Background: an optimization exercise with open tools, aiming at small area. Do not read the settings as production practice. Only simulation tests tie the RTL to the original design; equivalence was not proved.

Design organ_tone, start of the top module:
module organ_tone (
    input  logic        clk,
    input  logic        rst,
    input  logic [3:0]  SW,
    output logic        tone,
    output logic [15:0] lcd_freq
);
Size in the first run: roughly 170 cells after synthesis, roughly 23 I/O pins, about 1200 um^2 of cells after synthesis.
Settings: LEC_CHECK=0, CAP_MARGIN=20, CORE_MARGIN=2, CORE_UTILIZATION=40, CTS_BUF_LIST=sky130_fd_sc_hd__clkbuf_8, CTS_CLUSTER_DIAMETER=100, CTS_CLUSTER_SIZE=30, SLEW_MARGIN=20; clock period 100.0 ns.
standard.sh (not shown) runs the stock make flow with config.mk's settings and CLKGATE_MAP_FILE= SYNTH_SCRIPT=/design/flow/synth_recipe.tcl, a recipe that flattens the netlist after the stock synthesis.
==> flow/flow/run.sh <==
#!/bin/bash
# Layout flow: the standard synthesis, then the combinational logic between
# the registers is re-mapped for area (registers, their names and cells kept),
# then the standard layout with minimum-size port buffers.
set -euo pipefail
W=$(pwd)
R=$W/orfs/results/$FLOW_PLATFORM/organ_tone/base
YOSYS=$FLOW_HOME/../tools/install/yosys/bin/yosys
LIB=$FLOW_HOME/platforms/$FLOW_PLATFORM/lib/sky130_fd_sc_hd__tt_025C_1v80.lib

bash standard.sh synth > $W/synth.log 2>&1
cp $R/1_2_yosys.v $W/std_synth.v
sed -e "s|@LIB@|$LIB|g" -e "s|@IN@|$W/std_synth.v|g" -e "s|@OUT@|$R/1_2_yosys.v|g" \
    $W/flow/resynth.ys > $W/resynth.ys
$YOSYS -s $W/resynth.ys > $W/resynth.log 2>&1
rm -f $R/1_synth.odb $R/1_synth.sdc
export BUFFER_PORTS_ARGS="-buffer_cell sky130_fd_sc_hd__buf_1"
bash standard.sh finish > $W/finish.log 2>&1
==> flow/flow/resynth.ys <==
# Re-map the standard synthesis's logic for area. The flip-flop cells are kept
# as they are (same instances, names and cell types); everything else is
# flattened to gates and mapped again by ABC.
read_liberty -ignore_miss_func @LIB@
read_verilog @IN@
hierarchy -top organ_tone
setattr -mod -set keep_hierarchy 1 sky130_fd_sc_hd__dfxtp_1
flatten
opt_clean -purge
abc -liberty @LIB@ -dont_use *probe* -dont_use *lpflow* -script "+strash;&get -n;&deepsyn -T 60 -S 1;&put;dch -f;&get -n;&nf -R 1000;&put"
opt_clean -purge
hilomap -singleton -hicell sky130_fd_sc_hd__conb_1 HI -locell sky130_fd_sc_hd__conb_1 LO
hierarchy -top organ_tone
blackbox sky130_fd_sc_hd__dfxtp_1
stat -liberty @LIB@
write_verilog -noattr @OUT@
The starting point completed without violations.
Rerun with:
- CORE_AREA: default -> 4 4 76 76
- CORE_MARGIN: 2 -> default
- CORE_UTILIZATION: 40 -> default
- CTS_BUF_LIST: sky130_fd_sc_hd__clkbuf_8 -> default
- CTS_CLUSTER_DIAMETER: 100 -> default
- CTS_CLUSTER_SIZE: 30 -> default
- DIE_AREA: default -> 0 0 80 80
Final area rose by about 3.3%.
Setup slack degrades by 28 ps.
Routed wire length rose by about 0.8%.
Via count fell by about 3.7%.

========
## the baseline
Another version of the RTL of organ_tone (not shown whole).
For scale: ~1200 um^2 of cells after synthesis.
Settings: LEC_CHECK=0, CAP_MARGIN=20, CORE_MARGIN=2, CORE_UTILIZATION=40, SLEW_MARGIN=20; clock period 100.0 ns.
Scripts as last shown in full above: flow/flow/run.sh, flow/flow/resynth.ys
> inputs changed (the baseline -> the candidate)
==> flow/run.sh (new file) <==
#!/bin/bash
# synth_recipe.tcl (not shown) runs the flow's synth.tcl, then flattens the netlist and writes it again
# the make line also repeats each setting of config.mk as NAME=value (left out here)
make -C /OpenROAD-flow-scripts/flow DESIGN_CONFIG=/design/flow/config.mk WORK_HOME=/design/flow/orfs CLKGATE_MAP_FILE= SYNTH_SCRIPT=/design/flow/synth_recipe.tcl finish
removed: flow/flow/run.sh
removed: flow/flow/resynth.ys
removed: flow/standard.sh
Results
- On synthesis-to-layout area growth, the lower figure sits with the candidate, not the baseline.
- Effective utilization at floorplan for the candidate: 1.3 points down relative to the baseline
- Diff the baseline -> the candidate: area of the multi-input gates higher; post-route worst setup slack went down 0.77 ns; first-iteration DRC count went up by 63%.
- The candidate against the baseline: layout clock buffer count rose 1; placeable core region shows an increase of 56%; core utilization now smaller.

## separate check: timing with driven ports
How much do the figures lean on ideal ports? The routed layouts below were timed once more, with nothing changed but the port constraints. Step 1 assumes that a clkbuf_16 drives the clock port and a buf_2 every other input. Step 2, shift: input delay + t, output delay - t, t = (earliest + latest rising clock arrival at the registers) / 2. This alone moves slack from input paths to output paths. Three values: ideal ports, drivers, drivers and shift; two values: the first two.
| run | t, ns | setup WS [ns] | worst register clock-pin slew, ns |
|---|---|---|---|
| the first run of note 1 | 0.277 | 58.585 / 58.560 / 58.560 | 0.07 / 0.07 |
| the second run of note 1 | 0.270 | 58.557 / 58.531 / 58.531 | 0.07 / 0.07 |
| the baseline | 0.321 | 58.398 / 58.371 / 58.371 | 0.12 / 0.12 |
| the candidate | 0.275 | 57.630 / 57.601 / 57.601 | 0.07 / 0.07 |
After both steps setup and hold are still met in every run listed. The setup slack of the candidate, which loses most, moves by -0.029 ns with the drivers and by -0.029 ns with both steps.
